What follows belongs to an exercise in optimizing a design on an open flow for small area and a short achievable clock period; a production flow would make more cautious choices.

==> inputs of umber <==
==> flow/design.v (excerpt) <==
module pe_array_top #(parameter NPE = 4)
                   (input logic clk,
                    input logic rst_n,
                    input logic rst_n_pe,
                    input logic [3:0] conv_num,
                    input logic partial_en_control,
                    input logic [NPE*16-1:0]data_readw_weight,
                    input logic [15:0]data_readi_input,
                    output logic [15:0]data_write_output,
                    output logic [16:0]addr_readi_input,
                    output logic [16:0]addr_readw_weight,
                    output logic [14:0]addr_write_output,
                    output logic [1:0]byteenable_readi_input,
                    output logic [NPE*2-1:0]byteenable_readw_weight,
		            output logic [1:0]byteenable_write_output,
                    input logic [16:0]addr_readi_control,
                    input logic [16:0]addr_readw_control,
                    input logic [14:0]addr_write_control,
                    input logic pool_en_control,
                    input logic relu_en_control,
                    input logic output_en_control,
		            input logic waitrequest_output,
		            input logic waitrequest_input,
		            input logic waitrequest_weight,
                    input logic en_write_control,
                    input logic en_readi_control,
                    input logic en_readw_control,
                    input logic readdatavalid_input,
                    input logic readdatavalid_weight,
                    output logic write_output,
                    output logic read_readw_weight,
                    output logic read_readi_input,
  ...
Settings: LEC_CHECK=0, CAP_MARGIN=20, CORE_MARGIN=2, CORE_UTILIZATION=40, SLEW_MARGIN=20; clock period 10.0 ns.
standard.sh (not shown) runs the stock make flow with config.mk's settings and CLKGATE_MAP_FILE= SYNTH_SCRIPT=/design/flow/synth_recipe.tcl, a recipe that flattens the netlist after the stock synthesis.
==> flow/flow/run.sh <==
#!/bin/bash
# Standard synthesis unchanged, then the standard layout steps with other settings.
set -eo pipefail
bash standard.sh synth > synth.log 2>&1
bash standard.sh BUFFER_PORTS_ARGS="-buffer_cell sky130_fd_sc_hd__buf_1" SETUP_SLACK_MARGIN=5.8 CTS_ARGS="-sink_clustering_enable -repair_clock_nets -dont_use_dummy_load -buf_list sky130_fd_sc_hd__clkbuf_4 sky130_fd_sc_hd__clkbuf_8" finish > layout.log 2>&1
==> raven: changes against umber <==
==> flow/flow/run.sh (replaced) <==
#!/bin/bash
# Standard synthesis unchanged, then the standard layout steps with other settings.
set -eo pipefail
bash standard.sh synth > synth.log 2>&1
bash standard.sh BUFFER_PORTS_ARGS="-buffer_cell sky130_fd_sc_hd__buf_1" SETUP_SLACK_MARGIN=5.8 CTS_ARGS="-sink_clustering_enable -repair_clock_nets -dont_use_dummy_load" finish > layout.log 2>&1
==> ember: changes against umber <==
--- a/flow/design.v
+++ b/flow/design.v
@@ -8,70 +8,43 @@
 	input  logic        load_product,
 	input  logic        add,
 	input  logic        fold,
 	input  logic        relu,
 	input  logic        out_valid,
 	output logic [15:0] output_feature
 );
-	logic [31:0] acc, addend_s, addend_c, sum, product_s, product_c;
-	logic        zero;    
-	booth_mul mul(.neg(neg), .one(one), .two(two), .four7(four7), .w(weight),
-	              .ps(product_s), .pc(product_c));
-	add3 adder(.a(acc), .b(addend_s), .c(addend_c), .s(sum));
+	logic [31:0] acc, addend, sum, product;
+	booth_mul mul(.neg(neg), .one(one), .two(two), .four7(four7), .w(weight), .p(product));
+	assign sum = acc + addend;
 	always_ff @(posedge clk) begin
 		if (!rst_n_pe) begin
-			acc      <= '0;
-			addend_s <= '0;
-			addend_c <= '0;
-			zero     <= 1'b0;
+			acc    <= '0;
+			addend <= '0;
 		end else begin
-			if (load_product) begin
-				addend_s <= product_s;
-				addend_c <= product_c;
-			end
-			if (add || fold)
+			if (load_product)
+				addend <= product;
+			if (add)
 				acc <= sum;
-			if (fold)
-				zero <= relu & sum[31];
+			else if (fold)
+				acc <= (relu && sum[31]) ? '0 : sum;
 		end
 	end
 	always_comb begin
 		case (conv_prev)
 			4'd0, 4'd1:              output_feature = acc[31:16];
 			4'd2, 4'd3, 4'd6, 4'd15: output_feature = acc[30:15];
 			4'd4, 4'd5, 4'd12:       output_feature = acc[29:14];
 			4'd13:                   output_feature = acc[25:10];
 			4'd14:                   output_feature = acc[27:12];
 			default:                 output_feature = acc[28:13];
 		endcase
-		if (!out_valid || zero) output_feature = '0;
+		if (!out_valid) output_feature = '0;
 	end
 endmodule
-module add3(input logic [31:0] a, input logic [31:0] b, input logic [31:0] c,
-            output logic [31:0] s);
-	logic [31:0] x, y, p, g;
-	logic [32:0] cy;
-	always_comb begin
-		x = a ^ b ^ c;
-		y = {(a[30:0] & b[30:0]) | (a[30:0] & c[30:0]) | (b[30:0] & c[30:0]), 1'b0};
-		p = x ^ y;
-		g = x & y;
-		cy[0] = 1'b0;
-		for (int k = 0; k < 32; k += 4) begin
-			cy[k+1] = g[k] | (p[k] & cy[k]);
-			cy[k+2] = g[k+1] | (p[k+1] & g[k]) | (p[k+1] & p[k] & cy[k]);
-			cy[k+3] = g[k+2] | (p[k+2] & g[k+1]) | (p[k+2] & p[k+1] & g[k])
-			        | (p[k+2] & p[k+1] & p[k] & cy[k]);
-			cy[k+4] = g[k+3] | (p[k+3] & g[k+2]) | (p[k+3] & p[k+2] & g[k+1])
-			        | (p[k+3] & p[k+2] & p[k+1] & g[k]) | (p[k+3] & p[k+2] & p[k+1] & p[k] & cy[k]);
-		end
-		s = p ^ cy[31:0];
-	end
-endmodule
-module booth_mul(input [7:0] neg, input [7:0] one, input [7:0] two, input four7, input [15:0] w, output [31:0] ps, output [31:0] pc);
+module booth_mul(input [7:0] neg, input [7:0] one, input [7:0] two, input four7, input [15:0] w, output [31:0] p);
   wire m1;
   assign m1 = (one[0] & w[0]) | (two[0] & 1'b0);
   wire pp2;
   assign pp2 = m1 ^ neg[0];
   wire m3;
   assign m3 = (one[0] & w[1]) | (two[0] & w[0]);
   wire pp4;
@@ -1068,16 +1041,15 @@
   wire c500;
   assign s499 = pp272 ^ 1'b1;
   assign c500 = pp272 & 1'b1;
   wire s501;
   wire c502;
   assign s501 = pp274 ^ 1'b1;
   assign c502 = pp274 & 1'b1;
-  assign ps = {c500, c498, c496, c494, c492, c490, c488, c486, c484, c482, c480, c478, c476, c474, c472, c470, c468, c466, c464, c462, c460, c458, c456, c454, c452, c450, c448, c446, c444, s443, pp4, pp2};
-  assign pc = {s501, s499, s497, s495, s493, s491, s489, s487, s485, s483, s481, s479, s477, s475, s473, s471, s469, s467, s465, s463, s461, s459, s457, s455, s453, s451, s449, s447, s445, neg[1], 1'b0, neg[0]};
+  assign p = {c500, c498, c496, c494, c492, c490, c488, c486, c484, c482, c480, c478, c476, c474, c472, c470, c468, c466, c464, c462, c460, c458, c456, c454, c452, c450, c448, c446, c444, s443, pp4, pp2} + {s501, s499, s497, s495, s493, s491, s489, s487, s485, s483, s481, s479, s477, s475, s473, s471, s469, s467, s465, s463, s461, s459, s457, s455, s453, s451, s449, s447, s445, neg[1], 1'b0, neg[0]};
 endmodule
 module pe_array #(parameter NPE = 4)(
 	input  logic              clk,
 	input  logic              rst_n_pe,
 	input  logic              weight_valid,
 	input  logic              feature_valid,
 	input  logic [15:0]       feature_in,      
==> flow/run.sh (new file) <==
#!/bin/bash
# synth_recipe.tcl (not shown) runs the flow's synth.tcl, then flattens the netlist and writes it again
# the make line also repeats each setting of config.mk as NAME=value (left out here)
make -C /OpenROAD-flow-scripts/flow DESIGN_CONFIG=/design/flow/config.mk WORK_HOME=/design/flow/orfs CLKGATE_MAP_FILE= SYNTH_SCRIPT=/design/flow/synth_recipe.tcl finish
--- a/flow/config.mk
+++ b/flow/config.mk
@@ -4,8 +4,9 @@
 export VERILOG_FILES = /design/flow/design.v
 export SDC_FILE = /design/flow/constraint.sdc
 export NUM_CORES = 8
 export LEC_CHECK = 0
 export CAP_MARGIN = 20
 export CORE_MARGIN = 2
 export CORE_UTILIZATION = 40
+export SETUP_SLACK_MARGIN = 5
 export SLEW_MARGIN = 20
removed: flow/flow/run.sh
removed: flow/standard.sh
==> comparison table <==
metric                                                                      raven                      umber                      ember
Routed metal-1 wirelength                                                75.93 mm                          -                   80.25 mm
Post-cts resize count                                                          11                          -                        351
Cell type of the slowest stage on the worst timing path    sky130_fd_sc_hd__buf_6                          -  sky130_fd_sc_hd__edfxtp_1
GR peak layer                                                                met1                          -                       met2
Met3 wire length                                                         14.06 mm                          -                   17.39 mm
Kind of critical path                                                      in2out                          -                    reg2reg
Cts bufs inserted                                                              87                          -                         72
Non-clock buffer share                                                     2.402%                          -                     10.88%
Final-layout fill cell count                                                13281                          -                      12596
Worst setup EP type                                                    output pin                          -                  flip-flop
Post-route ant nets                                                             0                          -                          0
Unrepaired setup endpoints after global routing                              true                          -                       true
Outcome                                                            finished clean  aborted with a tool error             finished clean
Stage where the flow stopped                                                    -                    4_1_cts                          -
Post-layout min period                                                   4.206 ns                          -                   5.369 ns
Startpoint of the most critical register-to-register path            array.two[2]                          -           array.weight[49]
Clock tree skew after final layout                                     0.09335 ns                          -                 0.03897 ns
Area post-placement                                                     57040 µm²                  57040 µm²                  58550 µm²
No functional check of the RTL was part of any run of this note.

port drivers added, routing unchanged:
How much do the figures lean on ideal ports? The routed layouts below were timed once more, with nothing changed but the port constraints. Step 1: set_driving_cell puts a clkbuf_16 on clk and a buf_2 on each other input, an assumption about the parent block. Step 2 times the ports against the registers' clock, not the clock port: input delays grow and output delays shrink by t, the midpoint of the rising clock arrivals with the driver on. Three values: ideal, step 1, step 2; two values: the first two.
| run | shift t [ns] | setup WS [ns] | hold WS [ns] |
|---|---|---|---|
| raven | 0.739 | 5.794 / 5.760 / 5.566 | 0.447 / 0.447 / 0.447 |
| ember | 0.749 | 4.631 / 4.631 / 4.631 | 0.452 / 0.452 / 0.452 |
After both steps every run listed still meets setup and hold. The setup slack of raven, which loses most, moves by -0.034 ns with the drivers and by -0.228 ns with both steps.
